What follows belongs to an exercise in optimizing a design on an open flow for small area and a short achievable clock period; a production flow would make more cautious choices.
The RTL was checked by simulation tests, not by an equivalence proof against the original design.
No activity file was given, so power comes from the tool's default toggle rates.

==> design.v <==
module CPU(
    input clk_div, rst_n,
    input ext_irq,
    output [31:0] imem_addr,
    input  [31:0] imem_data,
    output [31:0] dmem_addr,
    output [31:0] dmem_wdata,
    output dmem_we,
    output dmem_re,
    input  [31:0] dmem_rdata
);
    wire clk = clk_div;
    reg [31:0] pc;                  
    reg [31:0] d_pc, d_ins;         
    reg        irq_q;               
    reg [31:0] e_a, e_b;            
    reg [15:0] e_imm;
    reg        e_lu, e_ext;
    reg        e_rw, e_mw, e_mr, e_zr;
    reg [4:0]  e_ac;                
    reg        e_fa, e_fb;          
    reg        e_src2, e_sub;
    reg        e_rsum, e_rand, e_ror, e_rxor, e_rnor, e_rpass;
    reg        e_rsll, e_rsrl, e_rsra, e_rlt;
    reg        e_beq, e_bne, e_blez, e_bgez, e_bgtz, e_badd;
    reg        m_rw, m_mw, m_mr, m_zr;
    reg [4:0]  m_ac;
    reg [31:0] m_alu, m_b;
    reg        w_rw;
    reg [4:0]  w_ac;
    reg [31:0] w_d;
    reg [32*32-1:32] rf;
    reg [31:1]       rv;
    wire [31:0] memres = m_mr ? dmem_rdata : (m_zr ? 32'b0 : m_alu);
    wire        m_we = m_rw & (|m_ac);
    wire        w_we = w_rw & (|w_ac);
    assign dmem_addr  = m_alu;
    assign dmem_wdata = m_b;
    assign dmem_we    = m_mw;
    assign dmem_re    = m_mr;
    assign imem_addr  = pc;
    wire irq = ext_irq & ~irq_q;
    wire k   = d_pc[31];
    wire [5:0]  op = d_ins[31:26];
    wire [5:0]  fn = d_ins[5:0];
    wire [4:0]  rs = d_ins[25:21];
    wire [4:0]  rt = d_ins[20:16];
    wire [4:0]  rd = d_ins[15:11];
    wire [15:0] imm = d_ins[15:0];
    wire op0 = (op == 6'h00);
    wire fjr = op0 & (fn == 6'h08 | fn == 6'h09);
    wire legal = (op >= 6'h01 && op <= 6'h0d) | op == 6'h0f | op == 6'h23 | op == 6'h2b |
        (op0 & (fn == 6'h08 | fn == 6'h09 | fn == 6'h00 | fn == 6'h02 | fn == 6'h03 |
                (fn >= 6'h20 && fn <= 6'h27) | fn == 6'h2a | fn == 6'h2b));
    wire ti = irq & ~k;             
    wire te = ~legal & ~k;          
    wire jump = (op == 6'h02) | (op == 6'h03) | fjr;
    wire brn  = (op >= 6'h04 && op <= 6'h07) | (op == 6'h01) | fjr;
    wire rw_i = (ti | te) ? 1'b1 :
        ~(op == 6'h01 || op == 6'h02 || op == 6'h04 || op == 6'h05 || op == 6'h06 ||
          op == 6'h07 || op == 6'h2b || (op0 && fn == 6'h08));
    wire [1:0] rdst = (ti | te) ? 2'h3 :
        (op == 6'h23 || op == 6'h0f || op == 6'h08 || op == 6'h09 || op == 6'h0c ||
         op == 6'h0d || op == 6'h0a || op == 6'h0b) ? 2'h1 :
        (op == 6'h03 || (op0 && fn == 6'h09)) ? 2'h2 : 2'h0;
    wire mr_i = ~ti & (op == 6'h23);
    wire mw_i = (op == 6'h2b);
    wire zr_i = ~ti & (te | op == 6'h03 | fjr);
    wire src1 = ~ti & op0 & (fn == 6'h00 | fn == 6'h02 | fn == 6'h03);
    wire src2 = ~ti & ~(op0 | (op >= 6'h01 && op <= 6'h07));
    wire ext = op0 ? (fn == 6'h20 | fn == 6'h22 | fn == 6'h2a | fn == 6'h08) :
        (op == 6'h23 | op == 6'h2b | op == 6'h08 | op == 6'h01 | op == 6'h0a |
         (op >= 6'h04 && op <= 6'h07));
    wire lu = (op == 6'h0f);
    localparam [5:0] ALUadd = 6'b000_000, ALUsub = 6'b000_001, ALUand = 6'b011_000,
        ALUor = 6'b011_110, ALUxor = 6'b010_110, ALUnor = 6'b010_001, ALUnop = 6'b011_010,
        ALUsll = 6'b100_000, ALUsrl = 6'b100_001, ALUsra = 6'b100_011, ALUeq = 6'b110_011,
        ALUneq = 6'b110_001, ALUlt = 6'b110_101, ALUlez = 6'b111_101, ALUgez = 6'b111_001,
        ALUgtz = 6'b111_111;
    reg [5:0] ff, af;
    always @(*) begin
        case (fn)
            6'd32, 6'd33, 6'd8, 6'd9: ff = ALUadd;
            6'd34, 6'd35: ff = ALUsub;
            6'd36: ff = ALUand;
            6'd37: ff = ALUor;
            6'd38: ff = ALUxor;
            6'd39: ff = ALUnor;
            6'd0:  ff = ALUsll;
            6'd2:  ff = ALUsrl;
            6'd3:  ff = ALUsra;
            6'd42, 6'd43: ff = ALUlt;
            default: ff = ALUnop;
        endcase
        if (ti)
            af = ALUadd;
        else case (op)
            6'h00: af = ff;
            6'h23, 6'h2b, 6'h0f, 6'h08, 6'h09, 6'h02, 6'h03: af = ALUadd;
            6'h0c: af = ALUand;
            6'h0d: af = ALUor;
            6'h0a, 6'h0b: af = ALUlt;
            6'h04: af = ALUeq;
            6'h05: af = ALUneq;
            6'h06: af = ALUlez;
            6'h07: af = ALUgtz;
            6'h01: af = ALUgez;
            default: af = ALUnop;
        endcase
    end
    reg [31:0] rd1, rd2;
    integer j;
    always @(*) begin
        rd1 = 32'b0;
        rd2 = 32'b0;
        for (j = 1; j < 32; j = j + 1) begin
            rd1 = rd1 | ({32{rs == j && rv[j]}} & rf[j*32 +: 32]);
            rd2 = rd2 | ({32{rt == j && rv[j]}} & rf[j*32 +: 32]);
        end
    end
    wire e_we = e_rw & (|e_ac);
    wire fa2_r = e_we & (e_ac == rs);
    wire fb2_r = e_we & (e_ac == rt);
    wire fa1_r = ~fa2_r & m_we & (m_ac == rs);
    wire fb1_r = ~fb2_r & m_we & (m_ac == rt);
    wire fc_r  = w_we & (w_ac == rs);
    wire fd_r  = w_we & (w_ac == rt);
    wire stall_n = e_mr & ((e_ac == rs) | (e_ac == rt));
    wire stall_i = e_mr & (e_ac == 5'd0);
    wire stall = irq ? stall_i : stall_n;
    wire [31:0] rs_wb = (fc_r & ~irq) ? w_d : rd1;      
    wire [31:0] a_id  = (fa1_r & ~irq) ? memres :
                        src1 ? {27'b0, d_ins[10:6]} :
                        ti ? 32'b0 : rs_wb;
    wire [31:0] imm32 = e_lu ? {e_imm, 16'b0} : {{16{e_ext & e_imm[15]}}, e_imm};
    wire [31:0] conba = {imm32[29:0], 2'b00} + d_pc;
    wire [31:0] A  = e_fa ? m_alu : e_a;
    wire [31:0] Bf = e_fb ? m_alu : e_b;
    wire [31:0] B  = e_src2 ? imm32 : Bf;
    wire [31:0] sum = A + (B ^ {32{e_sub}}) + {31'b0, e_sub};
    wire z = (A == B);
    wire n = sum[31];
    wire branch = (e_beq & z) | (e_bne & ~z) | (e_blez & (n | z)) | (e_bgez & ~A[31]) |
                  (e_bgtz & ~A[31] & ~z) | (e_badd & (A[0] ^ B[0]));
    wire [31:0] srl = B >> A[4:0];
    wire [31:0] sra = srl | ({32{B[31]}} & ~(32'hFFFF_FFFF >> A[4:0]));
    wire [31:0] alu =
        ({32{e_rsum}}  & sum) |
        ({32{e_rand}}  & (A & B)) |
        ({32{e_ror}}   & (A | B)) |
        ({32{e_rxor}}  & (A ^ B)) |
        ({32{e_rnor}}  & ~(A | B)) |
        ({32{e_rpass}} & A) |
        ({32{e_rsll}}  & (B << A[4:0])) |
        ({32{e_rsrl}}  & srl) |
        ({32{e_rsra}}  & sra) |
        {31'b0, e_rlt & n};
    wire [31:0] b_id = (fb1_r & ~irq) ? memres :
                       ti ? (branch ? conba : d_pc) :
                       (fd_r & ~irq) ? w_d : rd2;
    wire if_flush = ~irq & ~stall & (jump | branch);
    wire if_en    = ~stall & ~jump & ~branch;
    wire ex_flush = ~irq & (stall | (~jump & branch));
    wire [31:0] pc4 = pc + 32'h4;
    reg  [31:0] pc_nx;
    always @(*) begin
        if (~irq & branch)  pc_nx = conba;
        else if (ti)        pc_nx = 32'h8000_0004;
        else if (te)        pc_nx = 32'h8000_0008;
        else if (fjr)       pc_nx = rs_wb;
        else if (op == 6'h02 || op == 6'h03) pc_nx = {pc[31:28], d_ins[25:0], 2'b00};
        else                pc_nx = pc4;
    end
    always @(posedge clk)
        irq_q <= ext_irq;
    always @(posedge clk or negedge rst_n) begin
        if (!rst_n) begin
            pc    <= 32'b0;
            d_pc  <= 32'h8000_0000;
            d_ins <= 32'b0;
        end else begin
            if (~stall) pc <= pc_nx;
            if (if_flush) begin
                d_pc  <= {d_pc[31], 31'b0};
                d_ins <= 32'b0;
            end else if (if_en) begin
                d_pc  <= pc;
                d_ins <= imem_data;
            end
        end
    end
    always @(posedge clk or negedge rst_n) begin
        if (!rst_n) begin
            {e_rw, e_mw, e_mr, e_zr, e_ac, e_fa, e_fb, e_src2, e_sub} <= 0;
            {e_rsum, e_rand, e_ror, e_rxor, e_rnor, e_rpass, e_rsll, e_rsrl, e_rsra, e_rlt} <= 0;
            {e_beq, e_bne, e_blez, e_bgez, e_bgtz, e_badd} <= 0;
        end else if (ex_flush) begin
            {e_rw, e_mw, e_mr, e_zr, e_ac, e_fa, e_fb, e_src2, e_sub} <= 0;
            {e_rsum, e_rand, e_ror, e_rxor, e_rnor, e_rpass, e_rsll, e_rsrl, e_rsra, e_rlt} <= 0;
            {e_beq, e_bne, e_blez, e_bgez, e_bgtz, e_badd} <= 0;
        end else begin
            e_rw   <= rw_i;
            e_mw   <= mw_i;
            e_mr   <= mr_i;
            e_zr   <= zr_i;
            e_ac   <= (rdst == 2'h0) ? (irq ? 5'd0 : rd) :
                      (rdst == 2'h1) ? (irq ? 5'd0 : rt) :
                      (rdst == 2'h2) ? 5'd31 : 5'd26;
            e_fa   <= fa2_r & ~irq;
            e_fb   <= fb2_r & ~irq;
            e_src2 <= src2;
            e_sub  <= af[0];
            e_rsum  <= (af == ALUadd) | (af == ALUsub);
            e_rand  <= (af == ALUand);
            e_ror   <= (af == ALUor);
            e_rxor  <= (af == ALUxor);
            e_rnor  <= (af == ALUnor);
            e_rpass <= (af == ALUnop);
            e_rsll  <= (af == ALUsll);
            e_rsrl  <= (af == ALUsrl);
            e_rsra  <= (af == ALUsra);
            e_rlt   <= (af == ALUlt);
            e_beq  <= brn & (af == ALUeq);
            e_bne  <= brn & (af == ALUneq);
            e_blez <= brn & (af == ALUlez);
            e_bgez <= brn & (af == ALUgez);
            e_bgtz <= brn & (af == ALUgtz);
            e_badd <= brn & (af == ALUadd);
        end
    end
    always @(posedge clk) begin
        e_a   <= a_id;
        e_b   <= b_id;
        e_imm <= imm;
        e_lu  <= lu;
        e_ext <= ext;
    end
    always @(posedge clk or negedge rst_n) begin
        if (!rst_n) begin
            {m_rw, m_mw, m_mr, m_zr, m_ac} <= 0;
        end else begin
            m_rw <= e_rw;
            m_mw <= e_mw;
            m_mr <= e_mr;
            m_zr <= e_zr;
            m_ac <= e_ac;
        end
    end
    always @(posedge clk) begin
        m_alu <= alu;
        m_b   <= Bf;
    end
    always @(posedge clk or negedge rst_n) begin
        if (!rst_n) begin
            w_rw <= 1'b0;
            w_ac <= 5'd0;
        end else begin
            w_rw <= m_rw;
            w_ac <= m_ac;
        end
    end
    always @(posedge clk)
        w_d <= memres;
    genvar i;
    generate
        for (i = 1; i < 32; i = i + 1) begin : g_rf
            always @(posedge clk)
                if (w_we && w_ac == i) rf[i*32 +: 32] <= w_d;
            always @(posedge clk or negedge rst_n)
                if (!rst_n) rv[i] <= 1'b0;
                else if (w_we && w_ac == i) rv[i] <= 1'b1;
        end
    endgenerate
endmodule
==> run.sh <==
#!/bin/bash
# synth_recipe.tcl (not shown) runs the flow's synth.tcl, then flattens the netlist and writes it again
# the make line also repeats each setting of config.mk as NAME=value (left out here)
make -C /OpenROAD-flow-scripts/flow DESIGN_CONFIG=/design/flow/config.mk WORK_HOME=/design/flow/orfs CLKGATE_MAP_FILE= SYNTH_SCRIPT=/design/flow/synth_recipe.tcl finish
==> constraint.sdc <==
create_clock -name core_clock -period 11.0 [get_ports {clk_div}]
set_input_delay 2.2000 -clock core_clock [delete_from_list [all_inputs] [get_ports {clk_div}]]
set_output_delay 2.2000 -clock core_clock [all_outputs]
set_load 0.01 [all_outputs]
==> config.mk <==
export PLATFORM = sky130hd
export DESIGN_NAME = CPU
export DESIGN_NICKNAME = CPU
export VERILOG_FILES = /design/flow/design.v
export SDC_FILE = /design/flow/constraint.sdc
export NUM_CORES = 4
export LEC_CHECK = 0
export CAP_MARGIN = 20
export CORE_MARGIN = 2
export CORE_UTILIZATION = 40
export PLACE_DENSITY = 0.6
export SLEW_MARGIN = 20
==> summary.md, run 1 <==
| Metric | Value |
|---|---|
| RePlAce Congestion | between 1 and 1.5 |
| Final Hold Viols | 0 |
| Synth async-reset ratio | 12.7% |
| Max Fclk | about 140 MHz |
| WP buf/inv | 1 |
| Main synth FF type | edfxtp_1 |
| Initial antenna violation count | 15 |
| RSZ-0062 raised after global routing | false |
| Post-DP Area | roughly 71000 um2 |
| Per-cell routed wire length | 42.1 um |
| Kind of critical path | register to register |
| Outcome | timing/DRC/antenna clean |
| Max-cap viol count | 0 |
| Synth unique cells | 89 |
| Crit path from | e_lu$_DFF_P_ |
| Levels on crit path | 16 |
| Post-Syn Area per Cell | roughly 12 um2 |
| WHS Path Cells | 0 |
| Crit path largest cell delay | ~0.97 ns |
| Slew margin rel. | ~11% |
| Commonest non-fill, non-tap cell in the layout | edfxtp_1 |
| Initial Util | ~40% |
| Critical path endpoint category | register |
| Crit-path cells | nand3b_1 > nand3_1 > o21ai_1 > xnor2_1 > ha_1 > and2_1 > and3_1 > a21oi_1 > o21a_1 > and4_1 > o31ai_1 > and4_4 > or4_4 > buf_4 > nand3_1 > o21ai_0 |
| Final instance area | 76000 um2 |
| Actual slew at the worst max-slew pin | about 1.3 ns |
| TritonRoute pass-1 iters | 10 |
| Most used cell, CP | nand3_1 |
| Clk pin slew, worst setup/hold paths | approximately 0.060 ns |
| Clk Latency, worst-skew pair | between 0.8 and 0.9 ns |
| Die area | 169000 um2 |
| Rows | approximately 150 |
| Core Footprint | about 160000 um2 |
| Syn nets | a little under 6k |
| Drt total wl | 342000 um |
| Seq cells post-synth | roughly 1.3k |
| Layout cells sized above 1 | 11.8% |
| Final Worst Setup Slack | about 3.8 ns |
| HP Class | register to register |
| Largest delay contributor family on the critical path | simple AND/OR/NAND/NOR gates |
| DP Worst Slack | between 4 and 5 ns |
| Max-slew violations | 0 |
| Worst IR Drop VDD | approximately 0.00018 V |
| Htree depth | 4 |
| Post-CTS setup buffers | 0 |
| Clk sinks | roughly 1.3k |
| Mapped Area | approximately 66000 um2 |
| TritonCTS Buffers | approximately 150 |
| Die H | between 400 and 500 um |
| Via Count | just over 60k |
| Antenna Nets Post-Route | 0 |
| Final period util | between 60% and 70% |
| Avg Vias per Cell | ~7.5 |
| Min Tclk post-route | ~7.2 ns |
| CP max-delay cell | dfxtp_1 |
| Vias in the first global route | about 55k |
| TritonCTS clock tree | yes |
| Maximum clock path buffer count | 3 |
| Drt drc | 0 |
| NumNets Final | 5991 |
| EDFF count, synth | roughly 1000 |
| CTS root buf | clkbuf_16 |
| Gr usage total | 39.2% |
| Synth Instances | between 5k and 6k |
| Setup_tns | 0 ns |
| Yosys Warn Count | 1 |
| Critical R2R Launch | e_lu$_DFF_P_ |
| Port Buf Inserts | approximately 160 |
| HPWL Detailed | between 200000 and 250000 um |
| CTS resizes | 0 |
| DR iter-0 viols | ~14k |
| Hold path start | e_mw$_DFF_PN0_ |
| Worst-case clock skew | ~0.037 ns |
| Total power | between 15 and 20 mW |
| FF-to-FF path depth | 16 |
| Pleak | between 20 and 30 nW |
| Area delta synth->final | 14.5% |
| Pwr per Cell Area | 252 nW/um2 |
| Commonest cells after routing, fill and taps aside | edfxtp_1, a22oi_1, a221oi_1, a22o_1, nor2_1 |
| CP Data Arrival Time | roughly 7.9 ns |
| Largest net degree at the start of global routing | around 70 |
| Req. time, crit path | roughly 12 ns |
| Worst hold margin | about 0.35 ns |
| Final Setup Violations | 0 |
| Seq/Total Area, Yosys | a little under three fifths |
| Die width | 411 um |
| Gr ovfl total | 0 |
| I/O pin cnt | ~170 |
| CP Max Fanout | 70 |
| First-pass GRT wire length | ~460000 um |
| Number of hold buffers added after CTS | 0 |
| Crit start category | register |
flip-flops by register name (all words and copies together), names as in the netlist, 16 cells and up:
register / flops
e_imm: 16
d_pc: 32
rf: 992
e_a: 32
pc: 32
m_b: 32
w_d: 32
d_ins: 32
rv: 31
m_alu: 32
e_b: 32
synthesized netlist by cell type (all sizes together) (134+ instances only):
cell      n  area share [%]
edfxtp  992              45
clkbuf  402             2.3
a22oi   353             4.0
nor2    316             1.8
a221oi  313             4.1
a22o    292             3.9
nand2   271             1.5
nand3   251             1.9
o21ai   243             1.8
a21oi   237             1.8
inv     189             1.1
dfxtp   179             5.4
dfrtp   170             6.4
mux2i   134             2.1
area by class of cell:
class | instances | area, um2
Fill cell | 15000 | 88900
Antenna cell | 14 | 35.0
Timing Repair Buffer | 358 | 3100
Multi-Input combinational cell | 3750 | 26600
Clock buffer | 173 | 3890
Sequential cell | 1342 | 37700
Clock inverter | 96 | 1240
Inverter | 193 | 724
Tap cell | 2189 | 2740
final timing paths:
path                            slack (ns)                   to
worst min register to register        0.35       m_mw$_DFF_PN0_
max in group asynchronous             7.62       e_fb$_DFF_PN0_
worst min-delay path                  0.35       m_mw$_DFF_PN0_
worst max-delay path                  3.81  d_pc[9]$_DFFE_PN0P_
min in group asynchronous             1.38     e_rxor$_DFF_PN0_
worst max register to register        3.81  d_pc[9]$_DFFE_PN0P_
logic make-up after synthesis:
family,after synthesis,share of synthesized area [%]
AOI/OAI and AO/OA,1871,21.0
and+or+nand+nor,1397,10.5
DFF,1342,56.8
buffers and inverters,674,3.90
muxes,222,3.63
adders and majority gates,131,2.49
xor gates and xnor gates,129,1.71
worst reg2reg max path: stages, from the launching register on:
cell      delay (ns)
dfxtp_1         0.97
nand3b_1        0.84
nand3_1         0.15
o21ai_1         0.50
xnor2_1         0.17
ha_1            0.46
and2_1          0.25
and3_1          0.31
a21oi_1         0.10
o21a_1          0.22
and4_1          0.20
o31ai_1         0.75
and4_4          0.57
or4_4           0.57
buf_4           0.67
nand3_1         0.21
o21ai_0         0.15
metal layers:
| metal | vias to the layer above | track usage (%) | routed length, um |
|---|---|---|---|
| met3 | 1696 | 15.7 | 56700 |
| li1 | 22900 | - | - |
| met4 | 15 | 25.0 | 29600 |
| met2 | 6720 | 53.7 | 135000 |
| met1 | 29400 | 50.9 | 121000 |
| met5 | - | 0.650 | 231 |
stage by stage:
step | utilization (%) | instances
floorplan | - | 5766
global placement | 42.9 | 7831
detailed placement | 42.9 | 7831
CTS | 46.0 | 8100
global route | 46.1 | 8102
finish | 46.1 | 8115
report_power, final:
part           switching, mW  internal [mW]
logic                   4.41           1.99
clock network           2.29           2.98
registers              0.926           6.58
total                   7.63           11.5
==> inputs of run 2 (changes only) <==
--- a/design.v
+++ b/design.v
@@ -138,10 +138,10 @@
     wire [31:0] Bf = e_fb ? m_alu : e_b;
     wire [31:0] B  = e_src2 ? imm32 : Bf;
     wire [31:0] sum = A + (B ^ {32{e_sub}}) + {31'b0, e_sub};
-    wire z = (A == B);
+    wire z = (A == Bf);                
     wire n = sum[31];
     wire branch = (e_beq & z) | (e_bne & ~z) | (e_blez & (n | z)) | (e_bgez & ~A[31]) |
-                  (e_bgtz & ~A[31] & ~z) | (e_badd & (A[0] ^ B[0]));
+                  (e_bgtz & ~A[31] & ~z) | (e_badd & (A[0] ^ Bf[0]));
     wire [31:0] srl = B >> A[4:0];
     wire [31:0] sra = srl | ({32{B[31]}} & ~(32'hFFFF_FFFF >> A[4:0]));
     wire [31:0] alu =
==> flow/run.sh (new file) <==
#!/bin/bash
set -uo pipefail
bash standard.sh SETUP_SLACK_MARGIN=${MARGIN:-7} finish > make_flow.log 2>&1
==> standard.sh (new file) <==
#!/bin/bash
# synth_recipe.tcl (not shown) runs the flow's synth.tcl, then flattens the netlist and writes it again
# the make line also repeats each setting of config.mk as NAME=value (left out here)
make -C /OpenROAD-flow-scripts/flow DESIGN_CONFIG=/design/flow/config.mk WORK_HOME=/design/flow/orfs CLKGATE_MAP_FILE= SYNTH_SCRIPT=/design/flow/synth_recipe.tcl "${@:-finish}"
removed: run.sh
==> summary.md, run 2 <==
| Metric | Value |
|---|---|
| Outcome | timing/DRC/antenna clean |
| Critical path endpoint category | register |
| Maximum clock path buffer count | 3 (unchanged) |
| Actual slew at the worst max-slew pin | 1.19 ns (-0.137 ns) |
| Gr ovfl total | 0 (unchanged) |
| Yosys Warn Count | 1 (unchanged) |
| Synth unique cells | 90 (+1.1%) |
| Internal power | 12.5 mW (+8.4%) |
| Req. time, crit path | 11.72 ns (about the same) |
| Clk sinks | 1342 (unchanged) |
| Area contributors post-synth | edfxtp_1, a22oi_1, dfrtp_1, dfxtp_1, nand2_1 |
| Die area | 172000 um2 (+1.9%) |
| RSZ-0062 raised after global routing | true |
| Min Tclk post-route | 4.90 ns (-2.29 ns) |
| Fill cell total of the finished layout | 14.9k (-0.49%) |
| Gate power share | 37.7% (+4.3 points) |
| Worst-case clock skew | 0.0672 ns (+0.0301 ns) |
| Clk pwr share | 24.6% (-2.9 points) |
| Synth Instances | 6066 (+5.2%) |
| Commonest cells post-synth | edfxtp_1, a22oi_1, nand2_1, nor2_1, clkbuf_1 |
| Port Buf Inserts | 164 (unchanged) |
| Commonest cells after routing, fill and taps aside | edfxtp_1, a22oi_1, nand2_1, nor2_1, buf_4 |
| Syn nets | 6264 (+5.0%) |
| Pleak | 30.2 nW (+10%) |
| RePlAce Congestion | 1.06 (+2.0%) |
| Worst IR Drop VDD | 0.000185 V (+5.0%) |
| EDFF count, synth | 992 (unchanged) |
| Max Fclk | 204 MHz (+47%) |
| Layout cells sized above 1 | 18.1% (+6.3 points) |
| Area delta synth->final | 20.1% |
| Mapped Area | 67600 um2 (+1.9%) |
| Seq cells post-synth | 1342 (unchanged) |
| Synth async-reset ratio | 12.7% (unchanged) |
| Antenna Nets Post-Route | 0 (unchanged) |
| CP Data Arrival Time | 5.62 ns (-2.28 ns) |
| CP Max Fanout | 8 (-89%) |
| Gr usage total | 40.8% (+1.7 points) |
| Per-cell routed wire length | 42.4 um (+0.60%) |
| Clk Latency, worst-skew pair | 0.84 ns (about the same) |
| Core Footprint | 168000 um2 (+1.7%) |
| First-pass GRT wire length | 488000 um (+6.2%) |
| Cell taking the most area after synthesis | edfxtp_1 |
| Reg with most FFs | rf |
| NumNets Final | 6486 (+8.3%) |
| Initial Util | 40.3% (+0.090 points) |
| I/O pin cnt | 165 (unchanged) |
| Die width | 415 um (+0.95%) |
| Seq/Total Area, Yosys | 55.7% (-1.1 points) |
| Vias in the first global route | 58.3k (+5.2%) |
| Max-slew violations | 0 (unchanged) |
| Final period util | 44.5% (-21 points) |
| Final Setup Violations | 0 (unchanged) |
| HPWL Detailed | 209000 um (+1.4%) |
| Initial antenna violation count | 24 (+9) |
| Drt total wl | 366000 um (+7.0%) |
| Slew margin rel. | 20.8% (+9.7 points) |
| Crit start category | register |
| Psw | 8.98 mW (+18%) |
| Top cell type's share of synthesized area | 44.1% (-0.85 points) |
| Via Count | 62.6k (+3.0%) |
| DP Worst Slack | 4.41 ns (+0.230 ns) |
| Largest net degree at the start of global routing | 102 (+44%) |
| Max reg flops | 992 (unchanged) |
| Kind of critical path | register to register |
| Main synth FF type | edfxtp_1 |
| Avg Vias per Cell | 7.25 (-3.1%) |
| Clk pin slew, worst setup/hold paths | 0.06 ns (about the same) |
| Setup_tns | 0 ns (unchanged) |
| Number of hold buffers added after CTS | 0 (unchanged) |
| Final Hold Viols | 0 (unchanged) |
| TritonRoute pass-1 iters | 12 (+2) |
| Rows | 150 (+0.67%) |
| Pwr per Cell Area | 265 nW/um2 (+4.8%) |
| Seq pwr share | 37.7% (-1.4 points) |
| DR iter-0 viols | 13.3k (-6.1%) |
| Post-Syn Area per Cell | 11.1 um2 (-3.1%) |
| Die H | 415 um (+0.95%) |
| HP Class | register to register |
| Switching Share | 41.8% (+2.0 points) |
| CTS root buf | clkbuf_16 |
| Htree depth | 4 (unchanged) |
| TritonCTS clock tree | yes |
| TritonCTS Buffers | 148 (unchanged) |
| Commonest non-fill, non-tap cell in the layout | edfxtp_1 |
| Max-cap viol count | 0 (unchanged) |
| Final Worst Setup Slack | 6.10 ns (+2.29 ns) |
| Drt drc | 0 (unchanged) |
| Count leader, synth | edfxtp_1 |
[run 2: cell types whose count changed in the layout (fill, tap and decap cells not counted), sizes merged, moves of 33 or more]
cell           previous run  this run
a221oi                  313        90
a22o                    292        64
a22oi                   353       789
a31oi                    26        70
buf                     194       341
clkdlybuf4s50           163       101
dlygate4sd2               0        58
inv                     193       152
nand2                   271       618
nand3                   251       155
nand4                   109        61
nor2                    316       353
o21ai                   243       276
xnor2                    93       141
[run 2: kinds of logic (layout without fill, tap and decap cells)]
kind of cell             count (synthesis)  in the layout  share of synthesized area, %
XOR/XNOR                               198            198                          2.56
AND/OR/NAND/NOR                       1664           1668                          11.6
multiplexers                           243            243                          4.36
buffers and inverters                  599            940                          3.44
other                                    0             14                             0
flip-flops                            1342           1342                          55.7
AO/OA/AOI/OAI                         1889           1889                          19.9
adder cells (fa/ha/maj)                131            131                          2.45
[run 2: path summary, 6_finish.rpt]
kind | startpoint | endpoint | slack [ns] | depth (start not counted)
setup / recovery | e_fb$_DFF_PN0_ | pc[30]$_DFFE_PN0P_ | 6.10 | 19
hold / removal | e_mw$_DFF_PN0_ | m_mw$_DFF_PN0_ | 0.35 | 0
setup reg to reg | e_fb$_DFF_PN0_ | pc[30]$_DFFE_PN0P_ | 6.10 | 19
hold reg to reg | e_mw$_DFF_PN0_ | m_mw$_DFF_PN0_ | 0.35 | 0
max in group asynchronous | rst_n | m_mr$_DFF_PN0_ | 8.45 | 2
min in group asynchronous | rst_n | d_ins[2]$_DFFE_PN0P_ | 1.22 | 1
[run 2: layout make-up]
class	count	area, um2	area share, %
multi-input cells	4129	29700	36.5
inverters	151	601	0.739
well taps	2204	2760	3.40
clock inverters	92	1210	1.48
repair buffers	516	5170	6.36
flip-flops and latches	1342	37800	46.6
clock buffers	181	3960	4.87
diodes	14	35.0	0.0431
[run 2: through the flow]
step	instances	utilization (%)	total power, mW	cell area [um2]	hold slack [ns]
after floorplan	6066	-	11.2	68000	0.331
after global placement	8151	43.1	14.8	72200	0.343
after detailed placement	8151	43.1	14.9	72200	0.341
after CTS	8549	47.6	20.6	79900	0.354
after global routing	8618	48.4	21.8	81200	0.356
final	8629	48.5	21.5	81200	0.350
[run 2: timing repair]
action,4_1_cts,5_1_grt
hold endpoints to repair,0,0
gates resized for setup,375,153
cloned,19,4
setup buffers,106,61
pin swaps,38,33
setup endpoints to repair,301,201
[run 2: power groups by stage]
stage                     Sequential (mW)  Combinational, mW  Clock [mW]
after global placement               8.15               6.70           0
final                                8.10               8.10        5.30
after floorplan                      7.53               3.67           0
after CTS                            7.98               7.37        5.27
after detailed placement             8.14               6.71           0
after global routing                 8.11               8.25        5.47
[run 2: metal layers]
metal | track usage, % | routed length, um | vias to the layer above
met5 | 0.306 | 244 | -
met1 | 45.8 | 117000 | 30100
met3 | 16.1 | 54200 | 2123
met2 | 59.5 | 152000 | 6338
met4 | 37.4 | 42200 | 26
li1 | - | - | 24000
[run 2: worst max-delay path, cell delays in order (launching register included)]
cell	delay, ns
dfrtp_4	0.56
buf_6	0.15
buf_12	0.14
mux2_4	0.33
mux2i_4	0.21
inv_2	0.09
xnor2_2	0.16
ha_4	0.33
o211ai_1	0.15
a211oi_2	0.32
o2111ai_2	0.21
nand3_4	0.19
a311o_1	0.34
a221oi_4	0.11
o32ai_4	0.36
buf_12	0.22
buf_4	0.16
nand2_8	0.09
a31oi_4	0.26
mux2_2	0.36

==> what the ideal ports hide <==
No port has a modelled driver above. Below, the same layouts with a new extraction and two added sets of constraints.
Step 1 assumes that a clkbuf_16 drives the clock port and a buf_2 every other input.
Step 2 adds t to the input delays and takes it off the output delays; t is the mean of the earliest and latest rising clock arrival at the registers after step 1. Input paths then give back, and output paths get back, about the clock's delay inside the block.
Three values: ideal, step 1, step 2; two values: the first two.
run | t, ns | slack for setup (ns) | worst setup path after step 2 | worst register clock-pin slew, ns | cell pins on the clock port's net
run 1 | 0.907 | 3.813 / 3.813 / 3.813 | register to register | 0.07 / 0.07 | 1
run 2 | 0.895 | 6.101 / 6.101 / 5.622 | input to register | 0.07 / 0.07 | 1
After both steps setup and hold are still met in every run listed. The setup slack of run 2, which loses most, moves by 0.000 ns with the drivers and by -0.479 ns with both steps.
